This design comes from an exercise in tuning for small area, a short achievable clock period and few clock cycles per item on the open sky130 flow, not from production work.
Power figures rest on the tool's default switching activity, not on a simulated workload.

== the reference run ==
Design alu, start of the top module:
module alu(
        input clk,
        input rst,
        input [2:0] operation,
        input [15:0] srcA_i,
        input [15:0] srcB_i,
        input [15:0] sortNum0_i,
        input [15:0] sortNum1_i,
        input [15:0] sortNum2_i,
        input [15:0] sortNum3_i,
        input [15:0] sortNum4_i,
        input [15:0] sortNum5_i,
        input [15:0] sortNum6_i,
        input [15:0] sortNum7_i,
        input [15:0] sortNum8_i,
        output [15:0] data_o,
        output [15:0] sortNum0_o,
        output [15:0] sortNum1_o,
        output [15:0] sortNum2_o,
        output [15:0] sortNum3_o,
        output [15:0] sortNum4_o,
        output [15:0] sortNum5_o,
        output [15:0] sortNum6_o,
        output [15:0] sortNum7_o,
        output [15:0] sortNum8_o,
        output reg        done
);
localparam [2:0] OP_ADD  = 3'd0;
localparam [2:0] OP_SUB  = 3'd1;
localparam [2:0] OP_MUL  = 3'd2;
localparam [2:0] OP_DIV  = 3'd3;
localparam [2:0] OP_SORT = 3'd4;
wire [15:0] a = srcA_i;
wire [15:0] b = srcB_i;
reg  [3:0]  cnt;
reg  [15:0] H, L, D;
reg  [16:0] E;          
reg         prev;       
reg  [8:0]  cmp;        
reg  [15:0] R;          
reg         fmax, fmin;
reg  [15:0] S [0:8];
assign data_o = {(R[15] & ~fmax) | fmin, (R[14:0] | {15{fmax}}) & ~{15{fmin}}};
assign sortNum0_o = S[0];
assign sortNum1_o = S[1];
assign sortNum2_o = S[2];
assign sortNum3_o = S[3];
assign sortNum4_o = S[4];
assign sortNum5_o = S[5];
assign sortNum6_o = S[6];
assign sortNum7_o = S[7];
assign sortNum8_o = S[8];
wire first = (cnt == 4'd0);
function [15:0] lor16;
        input [15:0] x;
        reg   [15:0] o;
        integer i, l;
        begin
                o = x;
                for (l = 1; l < 16; l = l * 2)
                        for (i = 15; i >= l; i = i - 1)
                                o[i] = o[i] | o[i-l];
                lor16 = {o[14:0], 1'b0};
        end
endfunction
wire        is_sub = operation[0];
wire [15:0] as_r   = a + (b ^ {16{is_sub}}) + {15'd0, is_sub};
wire        as_ov  = ~a[15] & (b[15] ^ ~is_sub) & as_r[15];
wire        as_un  =  a[15] & (b[15] ^  is_sub) & ~as_r[15];
wire [15:0] na   = a ^ lor16(a);              
wire [15:0] m0_h2 = {a[15] & ~(a[14:0] == 15'd0), a[15:1]};    
reg  [15:0] m0_h;                             
reg         m0_o1, m0_o2;                     
always @* begin
        case (b[1:0])
  ...
For scale: roughly 2,200 cells after synthesis, about 250 flip-flops, about 340 I/O pins.
Settings: LEC_CHECK=0, CAP_MARGIN=20, CELL_PAD_IN_SITES_DETAIL_PLACEMENT=1, CELL_PAD_IN_SITES_GLOBAL_PLACEMENT=2, CORE_MARGIN=2, CORE_UTILIZATION=35, GPL_ROUTABILITY_DRIVEN=0, PLACE_DENSITY=0.6, SETUP_SLACK_MARGIN=1.0, SLEW_MARGIN=20; clock period 5.0 ns.
standard.sh (not shown) runs the stock make flow with config.mk's settings and CLKGATE_MAP_FILE= SYNTH_SCRIPT=/design/flow/synth_recipe.tcl, a recipe that flattens the netlist after the stock synthesis.
==> flow/flow/run.sh <==
#!/bin/bash
# The standard layout, except that the port buffers are buf_1 cells
# (buffer_ports would otherwise pick its lowest-drive buffer, a delay cell).
export BUFFER_PORTS_ARGS="-buffer_cell sky130_fd_sc_hd__buf_1"
bash standard.sh > standard.log 2>&1
What the trial run does differently from the reference run at the input level:
- an added SYNTH_HIERARCHICAL of 1
--- outcome ---
- Sequential share of layout area is higher on the reference run
- Area share of and/or/nand/nor cells after synthesis (higher): the trial run
- Taking the reference run as the reference, in the trial run total wirelength of the detailed-routed design +3.7 mm, post-route total power lost 1.8%, routing usage on met2 fell 2.0 points, portion of total power attributed to sequential cells +0.2 points.
- The reference run has a higher path depth of the worst reg2reg path than the trial run.
- Summary of the trial run over the reference run: net total in the final layout higher; fmax higher; non-clock buffer count lower.
- The trial run: insertion delay to the later sink of the worst-skew pair 0.02 ns above the reference run
No run of this note included a check of the RTL's function; only the layout flow was run.

[afterwards: timing with drivers on the ports]
How much do the figures lean on ideal ports? The routed layouts below were timed once more, with nothing changed but the port constraints. Step 1 (the two cells are an assumption about what drives the block):
set clk [get_ports {clk}]
set_driving_cell -lib_cell sky130_fd_sc_hd__clkbuf_16 $clk
set_driving_cell -lib_cell sky130_fd_sc_hd__buf_2 [delete_from_list [all_inputs] $clk]
Step 2 also shifts input and output timing later by t, the mid clock arrival at the registers, as if the neighbouring blocks saw the same clock. a / b / c = ideal ports / drivers / drivers and shift; a / b = the first two.
| run | t, ns | setup WS [ns] | worst setup path after step 2 |
|---|---|---|---|
| the reference run | 0.638 | 1.076 / 1.076 / 0.586 | input to register |
| the trial run | 0.655 | 1.142 / 1.142 / 0.585 | input to register |
After both steps every run listed still meets setup and hold. The setup slack of the trial run, which loses most, moves by 0.000 ns with the drivers and by -0.557 ns with both steps.
